From an optimization exercise on the open Yosys and OpenROAD flow, aimed at small area and a short achievable clock period; shortcuts taken in it are not production practice.
No functional check of the RTL was part of this run.

### flow/run.sh
#!/bin/bash
# synth_recipe.tcl (not shown) runs the flow's synth.tcl, then flattens the netlist and writes it again
# the make line also repeats each setting of config.mk as NAME=value (left out here)
make -C /OpenROAD-flow-scripts/flow DESIGN_CONFIG=/design/flow/config.mk WORK_HOME=/design/flow/orfs CLKGATE_MAP_FILE= SYNTH_SCRIPT=/design/flow/synth_recipe.tcl finish
### flow/config.mk
export PLATFORM = sky130hd
export DESIGN_NAME = CPU
export DESIGN_NICKNAME = CPU
export VERILOG_FILES = /design/flow/design.v
export SDC_FILE = /design/flow/constraint.sdc
export NUM_CORES = 4
export LEC_CHECK = 0
export CAP_MARGIN = 20
export CORE_MARGIN = 2
export CORE_UTILIZATION = 40
export SLEW_MARGIN = 20
### flow/constraint.sdc
create_clock -name core_clock -period 27.0 [get_ports {clk}]
set_input_delay 5.4000 -clock core_clock [delete_from_list [all_inputs] [get_ports {clk}]]
set_output_delay 5.4000 -clock core_clock [all_outputs]
set_load 0.01 [all_outputs]
### flow/design.v
module Fetch(
    input clk,
    input reset,
    input [15:0] imem_data,
    output reg [15:0] instruction
);
    always @(posedge clk or posedge reset) begin
        if (reset) instruction <= 16'b0;
        else       instruction <= imem_data;
    end
endmodule
module Stage #(parameter QW = 4) (
    input clk,
    input reset,
    input [15:0] x_in,
    input [3:0] d_in,
    input is_div_in, is_jmp_in, is_cmp_in,
    input [15:0] ra_in,                         
    input [QW-1:0] q_in,                        
    output reg [15:0] x,
    output reg [3:0] d,
    output reg is_div, is_jmp, is_cmp,
    output reg [15:0] ra,
    output reg [QW-1:0] q
);
    always @(posedge clk or posedge reset) begin
        if (reset) begin
            x <= 16'b0;
            d <= 4'b0;
            is_div <= 1'b0;
            is_jmp <= 1'b0;
            is_cmp <= 1'b0;
        end else begin
            x <= x_in;
            d <= d_in;
            is_div <= is_div_in;
            is_jmp <= is_jmp_in;
            is_cmp <= is_cmp_in;
        end
    end
    always @(posedge clk) begin
        ra <= ra_in;
        q <= q_in;
    end
endmodule
module ALU(
    input [15:0] A,
    input [15:0] B,
    input [3:0] opcode,
    input [11:0] imm,
    output reg [15:0] X
);
    wire sub = opcode[1];                       
    wire [15:0] sum = A + (B ^ {16{sub}}) + {15'b0, sub};
    wire [15:0] prod = A * B;
    always @(*) begin
        case (opcode)
            4'd0, 4'd7: X = {4'b0, imm};
            4'd1, 4'd2, 4'd6: X = sum;
            4'd4: X = prod;
            4'd5: X = B;
            default: X = 16'b0;
        endcase
    end
endmodule
module DivRows #(parameter HI = 15, parameter LO = 8) (
    input [(HI == 15) ? 0 : 14 - HI:0] rin,     
    input [HI:LO] a,
    input [15:0] b,
    output [HI:LO] q,
    output [15-LO:0] rout
);
    genvar k;
    generate
        for (k = HI; k >= LO; k = k - 1) begin : row
            localparam W = 16 - k;
            wire [W-1:0] t;
            wire [W:0] d;
            wire bz;
            wire [W-1:0] r;
            if (W == 1) begin : first
                assign t = a[k];
            end else if (k == HI) begin : first
                assign t = {rin[W-2:0], a[k]};
            end else begin : next
                assign t = {row[k+1].r[W-2:0], a[k]};
            end
            if (W == 16) begin : nohi
                assign bz = 1'b1;
            end else begin : hi
                assign bz = ~|b[15:W];
            end
            assign d = {1'b0, t} - {1'b0, b[W-1:0]};
            assign q[k] = bz & ~d[W];
            assign r = q[k] ? d[W-1:0] : t;
        end
    endgenerate
    assign rout = row[LO].r;
endmodule
module Execute #(parameter L2 = 4) (
    input is_div,
    input [15:0] x,
    input [15:0] ra,
    input [15:L2] qhi,
    output [15:0] result
);
    wire [L2-1:0] qlo;
    DivRows #(.HI(L2-1), .LO(0)) rows(.rin(ra[15:L2]), .a(ra[L2-1:0]), .b(x), .q(qlo), .rout());
    assign result = is_div ? {qhi, qlo} : x;
endmodule
module RegisterFile(
    input clk,
    input reset,
    input write_enable,
    input [3:0] read_addr1,
    input [3:0] read_addr2,
    input [3:0] write_addr,
    input [15:0] write_data,
    output [15:0] read_data1,
    output [15:0] read_data2
);
    reg [15:0] registers [0:12];
    reg [12:0] valid;
    wire [12:0] wsel;
    genvar i;
    generate
        for (i = 0; i < 13; i = i + 1) begin : g_reg
            assign wsel[i] = write_enable && (write_addr == i);
            always @(posedge clk)
                if (wsel[i]) registers[i] <= write_data;
        end
    endgenerate
    always @(posedge clk or posedge reset) begin
        if (reset) valid <= 13'b0;
        else       valid <= valid | wsel;
    end
    RegRead rd1(.sel(read_addr1), .valid(valid),
                .r0(registers[0]), .r1(registers[1]), .r2(registers[2]), .r3(registers[3]),
                .r4(registers[4]), .r5(registers[5]), .r6(registers[6]), .r7(registers[7]),
                .r8(registers[8]), .r9(registers[9]), .r10(registers[10]), .r11(registers[11]),
                .r12(registers[12]), .data(read_data1));
    RegRead rd2(.sel(read_addr2), .valid(valid),
                .r0(registers[0]), .r1(registers[1]), .r2(registers[2]), .r3(registers[3]),
                .r4(registers[4]), .r5(registers[5]), .r6(registers[6]), .r7(registers[7]),
                .r8(registers[8]), .r9(registers[9]), .r10(registers[10]), .r11(registers[11]),
                .r12(registers[12]), .data(read_data2));
endmodule
module RegRead(
    input [3:0] sel,
    input [12:0] valid,
    input [15:0] r0, r1, r2, r3, r4, r5, r6, r7, r8, r9, r10, r11, r12,
    output [15:0] data
);
    wire [12:0] s;
    genvar i;
    generate
        for (i = 0; i < 13; i = i + 1) begin : g_sel
            assign s[i] = valid[i] && (sel == i);
        end
    endgenerate
    assign data = ({16{s[0]}}  & r0)  | ({16{s[1]}}  & r1)  | ({16{s[2]}}  & r2)  |
                  ({16{s[3]}}  & r3)  | ({16{s[4]}}  & r4)  | ({16{s[5]}}  & r5)  |
                  ({16{s[6]}}  & r6)  | ({16{s[7]}}  & r7)  | ({16{s[8]}}  & r8)  |
                  ({16{s[9]}}  & r9)  | ({16{s[10]}} & r10) | ({16{s[11]}} & r11) |
                  ({16{s[12]}} & r12);
endmodule
module CPU(
    input clk,
    input reset,
    output [15:0] imem_addr,
    input [15:0] imem_data,
    output rf_we,
    output [3:0] rf_waddr,
    output [15:0] rf_wdata,
    output flag_n,
    output flag_z
);
    localparam L1 = 9;                  
    localparam L2 = 4;                  
    reg [15:0] pc;
    wire [15:0] ir;
    wire [15:0] A, B, X;
    wire [15:L1] q1;
    wire [15-L1:0] rem1;
    wire [L1-1:L2] q2;
    wire [15-L2:0] rem2;
    wire [15:0] x_d, x_e, ra_d, ra_e, result;
    wire [3:0] d_d, d_e;
    wire is_div_d, is_jmp_d, is_cmp_d, is_div_e, is_jmp_e, is_cmp_e;
    wire [15:L1] q_d;
    wire [15:L2] q_e;
    reg [15:0] result_reg;
    reg [3:0] write_addr_wb;
    reg write_enable;
    reg N_reg, Z_reg;
    assign imem_addr = pc;
    assign rf_we = write_enable;
    assign rf_waddr = write_addr_wb;
    assign rf_wdata = result_reg;
    assign flag_n = N_reg;
    assign flag_z = Z_reg;
    Fetch fetch(.clk(clk), .reset(reset), .imem_data(imem_data), .instruction(ir));
    RegisterFile rf(.clk(clk), .reset(reset), .write_enable(~is_jmp_e),
                    .read_addr1(ir[11:8]), .read_addr2(ir[7:4]),
                    .write_addr(d_e), .write_data(result),
                    .read_data1(A), .read_data2(B));
    ALU alu(.A(A), .B(B), .opcode(ir[15:12]), .imm(ir[11:0]), .X(X));
    DivRows #(.HI(15), .LO(L1)) div1(.rin(1'b0), .a(A[15:L1]), .b(B), .q(q1), .rout(rem1));
    Stage #(.QW(16-L1)) sd(.clk(clk), .reset(reset), .x_in(X), .d_in(ir[3:0]),
        .is_div_in(ir[15:12] == 4'd5), .is_jmp_in(ir[15:12] == 4'd7), .is_cmp_in(ir[15:12] == 4'd6),
        .ra_in({rem1, A[L1-1:0]}), .q_in(q1),
        .x(x_d), .d(d_d), .is_div(is_div_d), .is_jmp(is_jmp_d), .is_cmp(is_cmp_d),
        .ra(ra_d), .q(q_d));
    DivRows #(.HI(L1-1), .LO(L2)) div2(.rin(ra_d[15:L1]), .a(ra_d[L1-1:L2]), .b(x_d), .q(q2), .rout(rem2));
    Stage #(.QW(16-L2)) se(.clk(clk), .reset(reset), .x_in(x_d), .d_in(d_d),
        .is_div_in(is_div_d), .is_jmp_in(is_jmp_d), .is_cmp_in(is_cmp_d),
        .ra_in({rem2, ra_d[L2-1:0]}), .q_in({q_d, q2}),
        .x(x_e), .d(d_e), .is_div(is_div_e), .is_jmp(is_jmp_e), .is_cmp(is_cmp_e),
        .ra(ra_e), .q(q_e));
    Execute #(.L2(L2)) execute(.is_div(is_div_e), .x(x_e), .ra(ra_e), .qhi(q_e), .result(result));
    always @(posedge clk or posedge reset) begin
        if (reset) begin
            result_reg <= 16'b0;
            write_addr_wb <= 4'b0;
            write_enable <= 1'b0;
            N_reg <= 1'b0;
            Z_reg <= 1'b0;
            pc <= 16'b0;
        end else begin
            result_reg <= result;
            write_addr_wb <= d_e;
            write_enable <= ~is_jmp_e;
            if (is_cmp_e) begin
                N_reg <= x_e[15];
                Z_reg <= x_e == 16'b0;
            end
            pc <= is_jmp_e ? x_e : pc + 16'd1;
        end
    end
endmodule
==> out/qor.yml <==
drt_iter0_markers: 2680
cap_violations: 0
core_um2: 65510
remaining_drc_errors: 0
fin_skew_ns: 0.03007
cts_tree: "built"
cts-root-buf: "clkbuf_16"
routedWlPerCell_um: 24.69
place_ws_ns: 13.43
clk_latency_ns: 0.59
rsz0062_at_grt: "no"
syn_area_um2: 26370
final_util_pct: 45.51
place_congestion: 0.9157
pin_count: 57
critPathRequiredTime_ns: 27.45
first_pass_iters: 8
period_share_pct: 50.78
synth_seq_cells: 373
synth_edf_count: 208
ant_nets: 0
via_per_inst: 6.002
worstHoldPathType: "reg -> reg"
setup-tns-final_ns: 0
max_stage_delay_ns: 0.51
worst_slew_pin_slew_ns: 0.9576
top_register: "rf.registers"
vias: 21940
clk_pin_slew_ns: 0.06
rows: 94
synthArstFlopShare_pct: 30.56
largest_reg_flops: 208
overflow: 0
finalCriticalPeriod_ns: 13.71
setup_violations: 0
crit_type: "reg -> reg"
final_layout_size_suffix_gt1_share_pct: 12.65
die_w_um: 260.8
antennaDiodeCount: 0
clockBufferDepth: 3
hpwl_um: 61990
setup_slack_ns: 13.29
grt_max_degree: 83
worstPathArrival_ns: 14.16
max_freq_ghz: 0.07294
avgSynthCellArea_um2: 9.833
cp_max_fo: 16
start_util_pct: 40.26
io_buffers: 56
max-slew-margin-rel_pct: 35.81
status: "no timing/DRC/antenna violations"
synth_cell_types: 93
seq_area_frac_synth_pct: 38.37
cp_common_cell: "o21ai_0"
die_y_um: 260.8
htreeDepth: 2
post_cts_buffers: 0
first_global_vias: 21780
worst_setup_path_start_kind: "flip-flop"
layout_commonest_cell: "nand3_1"
crit_family: "compound AO/OA/AOI/OAI gates"
cts.repair.resized: 0
antenna_found_initial: 1
cp_slowest_cell: "fa_1"
end_kind: "flip-flop"
grt_usage_pct: 26.42
numCtsBuffers: 43
path_buf_inv: 5
mostFrequentLayoutCells: "266 x nand3_1, 250 x inv_1, 208 x edfxtp_1"
syn2layout_area_growth_pct: 13.05
synth_flop_cell: "edfxtp_1"
nNetsFinal: 3077
synthCells: 2682
synth_nets: 3000
n_fill_cell: 6055
hold_buffers: 0
finalHoldViolations: 0
yosysWarnings: 8
routed_wl_um: 90230
slew_violations: 0
cts.sinks: 373
grt_pass1_wl_um: 134200
dieArea_um2: 68000
==> worst reg2reg max path: cells and delay by family, from the launching register on <==
family	cells	cell delay (ns)
adder cells (fa/ha/maj)	5	1.89
AO/OA/AOI/OAI	38	7.90
multiplexers	2	0.77
buffers and inverters	5	1.26
flip-flops	1	0.39
AND/OR/NAND/NOR	7	1.42
==> Yosys cell counts, types with 8 or more instances <==
library cell	n	area share (%)
nor2b_1	23	0.55
xnor2_1	108	3.6
dfxtp_1	51	3.9
fa_1	95	7.2
clkbuf_1	86	1.2
a211oi_1	12	0.34
a32o_1	11	0.42
a32oi_1	33	1.1
or3_1	9	0.21
o21ai_0	134	2.5
o31ai_1	8	0.23
mux2_2	65	2.8
nor2_1	198	2.8
a21boi_0	27	0.77
ha_1	205	9.7
a31oi_1	10	0.24
nor3_1	44	0.83
and2_1	56	1.3
nand4_1	69	1.6
edfxtp_1	208	24
inv_1	251	3.6
a21oi_1	71	1.3
and3_1	18	0.43
nand3_1	266	5.0
a21o_1	38	1.1
dfrtp_1	114	11
nand2b_1	10	0.24
buf_2	18	0.34
a222oi_1	10	0.38
or2_2	52	1.2
mux2i_1	14	0.53
o21a_1	14	0.40
a22oi_1	20	0.57
xor2_1	29	0.96
nand2_1	140	2.0
==> layer usage <==
| metal | global-route usage (%) | vias to the layer above | wire (um) |
|---|---|---|---|
| met2 | 42.21 | 1307 | 41070 |
| met5 | 0 | - | 0 |
| li1 | - | 9729 | - |
| met1 | 34.15 | 10620 | 35870 |
| met3 | 4.720 | 285 | 8276 |
| met4 | 13.95 | 0 | 5011 |
==> path summary, 6_finish.rpt <==
kind	from	endpoint	slack [ns]	cells after the start
setup / recovery	sd.x[1]	se.ra[8]	13.29	57
hold / removal	sd.q[2]	se.q[7]	0.33	0
setup reg to reg	sd.x[1]	se.ra[8]	13.29	57
hold reg to reg	sd.q[2]	se.q[7]	0.33	0
max in group asynchronous	reset	result_reg[15]	20.67	3
min in group asynchronous	reset	pc[12]	5.18	2
==> area by class of cell <==
type	count	area, um^2	share of cell area [%]
clock buffers	55	1162	3.899
inverters	257	980.9	3.290
well taps	864	1081	3.626
multi-input cells	1932	14920	50.04
clock inverters	22	267.8	0.8981
repair buffers	152	1285	4.310
flip-flops and latches	373	10120	33.94
==> cells by family (layout without fill, tap and decap cells) <==
family                   Yosys count  count (layout)  share of synthesized area [%]
buffers and inverters            377             486                          5.760
XOR/XNOR                         138             138                          4.635
AND/OR/NAND/NOR                  960             960                          19.30
flip-flops                       373             373                          38.37
AO/OA/AOI/OAI                    451             451                          11.48
multiplexers                      83              83                          3.520
adder cells (fa/ha/maj)          300             300                          16.94
==> metrics by stage <==
| stage | hold slack [ns] | area (um^2) | instances |
|---|---|---|---|
| 5_1_grt | 0.3357 | 29810 | 3655 |
| 3_3_place_gp | 0.3102 | 28350 | 3577 |
| 3_5_place_dp | 0.3121 | 28360 | 3577 |
| 2_1_floorplan | 0.3096 | 26370 | 2682 |
| 4_1_cts | 0.3273 | 29790 | 3654 |
| 6_report | 0.3268 | 29810 | 3655 |

-- static timing again, ports no longer ideal --
No port has a modelled driver above. Below, the same layout with a new extraction and two added sets of constraints.
Step 1 assumes that a clkbuf_16 drives the clock port and a buf_2 every other input.
Step 2 adds t to the input delays and takes it off the output delays; t is the mean of the earliest and latest rising clock arrival at the registers after step 1. Input paths then give back, and output paths get back, about the clock's delay inside the block.
a / b / c = ideal ports / drivers / drivers and shift; a / b = the first two.
t, ns: 0.635
setup WS [ns]: 13.290 / 13.290 / 13.290
worst setup path at the end: register to register
latest minus earliest clock arrival (ns): 0.031 / 0.031
After both steps this run still meets setup and hold. The setup slack of this run moves by 0.000 ns with the drivers and by 0.000 ns with both steps.
